Context: an optimization exercise on an open-source flow, tuned for small area. The choices shown serve that exercise and are no tape-out recipe. Where RTL was checked, it was by simulation tests only, not by an equivalence proof against the original.

==> module alu_avr, before the edit <==
module alu_avr (
   input  wire [7:0] alu_data_r_in,
   input  wire [7:0] alu_data_d_in,
   input  wire       alu_c_flag_in,
   input  wire       alu_z_flag_in,
   input  wire       idc_add,
   input  wire       idc_adc,
   input  wire       idc_adiw,
   input  wire       idc_sub,
   input  wire       idc_subi,
   input  wire       idc_sbc,
   input  wire       idc_sbci,
   input  wire       idc_sbiw,
   input  wire       adiw_st,
   input  wire       sbiw_st,
   input  wire       idc_and,
   input  wire       idc_andi,
   input  wire       idc_or,
   input  wire       idc_ori,
   input  wire       idc_eor,
   input  wire       idc_com,
   input  wire       idc_neg,
   input  wire       idc_inc,
   input  wire       idc_dec,
   input  wire       idc_cp,
   input  wire       idc_cpc,
   input  wire       idc_cpi,
   input  wire       idc_cpse,
   input  wire       idc_lsr,
   input  wire       idc_ror,
   input  wire       idc_asr,
   input  wire       idc_swap,
   output wire [7:0] alu_data_out,
   output wire       alu_c_flag_out,
   output wire       alu_z_flag_out,
   output wire       alu_n_flag_out,
   output wire       alu_v_flag_out,
   output wire       alu_s_flag_out,
   output wire       alu_h_flag_out
);
   wire [7:0] x = alu_data_d_in;
   wire [7:0] y = alu_data_r_in;
   wire op_subr  = idc_sub | idc_subi | idc_sbc | idc_sbci | idc_sbiw | sbiw_st |
                   idc_cp | idc_cpc | idc_cpi | idc_cpse;
   wire op_hflag = idc_add | idc_adc | idc_sub | idc_subi | idc_sbc | idc_sbci |
                   idc_cp | idc_cpc | idc_cpi | idc_neg;
   wire op_vflag = idc_add | idc_adc | idc_sub | idc_subi | idc_sbc | idc_sbci |
                   adiw_st | sbiw_st | idc_cp | idc_cpi | idc_cpc |
                   idc_neg | idc_inc | idc_dec;
   wire op_cflag = idc_add | idc_adc | idc_adiw | adiw_st | idc_sub | idc_subi |
                   idc_sbc | idc_sbci | idc_sbiw | sbiw_st | idc_cp | idc_cpc |
                   idc_cpi | idc_neg;
   wire op_adder = op_cflag | idc_cpse | idc_inc | idc_dec | idc_com;
   wire op_cin   = idc_adc | adiw_st | idc_sbc | idc_sbci | sbiw_st | idc_cpc;
   wire op_zkeep = adiw_st | sbiw_st | idc_cpc | idc_sbc | idc_sbci;
   wire op_shift = idc_lsr | idc_ror | idc_asr;
   wire op_and   = idc_and | idc_andi;
   wire op_or    = idc_or | idc_ori;
   wire inv_a  = idc_neg | idc_com;             
   wire inv_b  = op_subr | idc_dec;             
   wire borrow = op_subr | idc_neg;             
   wire ci     = ((alu_c_flag_in & op_cin) ^ op_subr) | idc_neg | idc_inc;
   wire [7:0] a   = x ^ {8{inv_a}};
   wire [7:0] b   = y ^ {8{inv_b}};
   wire [7:0] gen = a & b;
   wire [7:0] prp = a ^ b;
   wire [7:0] c;                                 
   assign c[0] = gen[0] | (prp[0] & ci);
   genvar k;
   generate
      for (k = 1; k < 8; k = k + 1) begin : cy
         assign c[k] = gen[k] | (prp[k] & c[k-1]);
      end
   endgenerate
   wire [7:0] sum = prp ^ {c[6:0], ci};
   wire       v_add = (a[7] ~^ b[7]) & (sum[7] ^ a[7]);
   wire [7:0] shr = {(idc_ror & alu_c_flag_in) | (idc_asr & x[7]), x[7:1]};
   wire [7:0] res = (sum & {8{op_adder}}) |
                    (gen & {8{op_and}}) |
                    ((gen | prp) & {8{op_or}}) |
                    (prp & {8{idc_eor}}) |
                    (shr & {8{op_shift}}) |
                    ({x[3:0], x[7:4]} & {8{idc_swap}});
   wire zero = ~(|res);
   assign alu_data_out   = res;
   assign alu_n_flag_out = res[7];
   assign alu_z_flag_out = zero & (~op_zkeep | alu_z_flag_in);
   assign alu_h_flag_out = (c[3] ^ borrow) & op_hflag;
   assign alu_c_flag_out = ((c[7] ^ borrow) & op_cflag) | (x[0] & op_shift) | idc_com;
   assign alu_v_flag_out = (v_add & op_vflag) | ((res[7] ^ x[0]) & op_shift);
   assign alu_s_flag_out = alu_n_flag_out ^ alu_v_flag_out;
endmodule  
clock: 7.2 ns
lec_check: 0
cap_margin: 20
core_margin: 2
core_utilization: 40
setup_slack_margin: 0.3
slew_margin: 20
synth_hierarchical: 1
run.sh (not shown) runs the stock make flow with config.mk's settings and CLKGATE_MAP_FILE= SYNTH_SCRIPT=/design/flow/synth_recipe.tcl, a recipe that flattens the netlist after the stock synthesis.
The baseline completed, yet does not pass: setup timing.
==> next run, changes <==
--- a/flow/design.v
+++ b/flow/design.v
@@ -62,20 +62,19 @@
    wire borrow = op_subr | idc_neg;             
    wire ci     = ((alu_c_flag_in & op_cin) ^ op_subr) | idc_neg | idc_inc;
    wire [7:0] a   = x ^ {8{inv_a}};
    wire [7:0] b   = y ^ {8{inv_b}};
    wire [7:0] gen = a & b;
    wire [7:0] prp = a ^ b;
-   wire [7:0] c;                                 
-   assign c[0] = gen[0] | (prp[0] & ci);
-   genvar k;
-   generate
-      for (k = 1; k < 8; k = k + 1) begin : cy
-         assign c[k] = gen[k] | (prp[k] & c[k-1]);
-      end
-   endgenerate
+   wire [7:0] g0 = {gen[7:1], gen[0] | (prp[0] & ci)};
+   wire [7:0] p0 = prp;
+   wire [7:0] g1 = g0 | ({p0[7:1], 1'b0} & {g0[6:0], 1'b0});
+   wire [7:0] p1 = {p0[7:1] & p0[6:0], p0[0]};
+   wire [7:0] g2 = g1 | ({p1[7:2], 2'b0} & {g1[5:0], 2'b0});
+   wire [7:0] p2 = {p1[7:2] & p1[5:0], p1[1:0]};
+   wire [7:0] c  = g2 | ({p2[7:4], 4'b0} & {g2[3:0], 4'b0});
    wire [7:0] sum = prp ^ {c[6:0], ci};
    wire       v_add = (a[7] ~^ b[7]) & (sum[7] ^ a[7]);
    wire [7:0] shr = {(idc_ror & alu_c_flag_in) | (idc_asr & x[7]), x[7:1]};
    wire [7:0] res = (sum & {8{op_adder}}) |
                     (gen & {8{op_and}}) |
                     ((gen | prp) & {8{op_or}}) |
This time the run completed with no timing, DRC or antenna violations.
Non-clock buffer count fell by 22.
Hold slack loses 0.0033 ns.
Fmax rose by about a fifth.
Setup slack gains 1.5 ns.
Cell area rose slightly.
Final cell count rose slightly.
Die area rose slightly.
Clock skew fell by 0.0093 ns.
Area after synthesis rose slightly.
Critical path depth fell by 7.
The RTL of the first run of this note was laid out without a check of its function.

static timing again, ports no longer ideal:
In the flow no input, the clock included, has a driving cell. The finished layouts below were timed again as built, in two steps. Step 1 (the two cells are an assumption about what drives the block):
set clk [get_ports {cp2}]
set_driving_cell -lib_cell sky130_fd_sc_hd__clkbuf_16 $clk
set_driving_cell -lib_cell sky130_fd_sc_hd__buf_2 [delete_from_list [all_inputs] $clk]
Step 2 moves the port delays by t, midway between the first and last clock arrival at a register: inputs arrive t later, outputs are due t later. That takes back most of the time a late clock gives input paths. Slacks: ideal / step 1 / step 2; pairs: ideal / step 1.
| run | shift t [ns] | setup slack, ns | latest minus earliest clock arrival (ns) | cell pins on the clock port's net |
|---|---|---|---|---|
| the first run | 0.629 | -1.077 / -1.132 / -1.132 | 0.028 / 0.028 | 1 |
| the second run | 0.566 | 0.397 / 0.371 / 0.371 | 0.019 / 0.019 | 1 |
The setup slack of the first run, which loses most, moves by -0.055 ns with the drivers and by -0.055 ns with both steps.
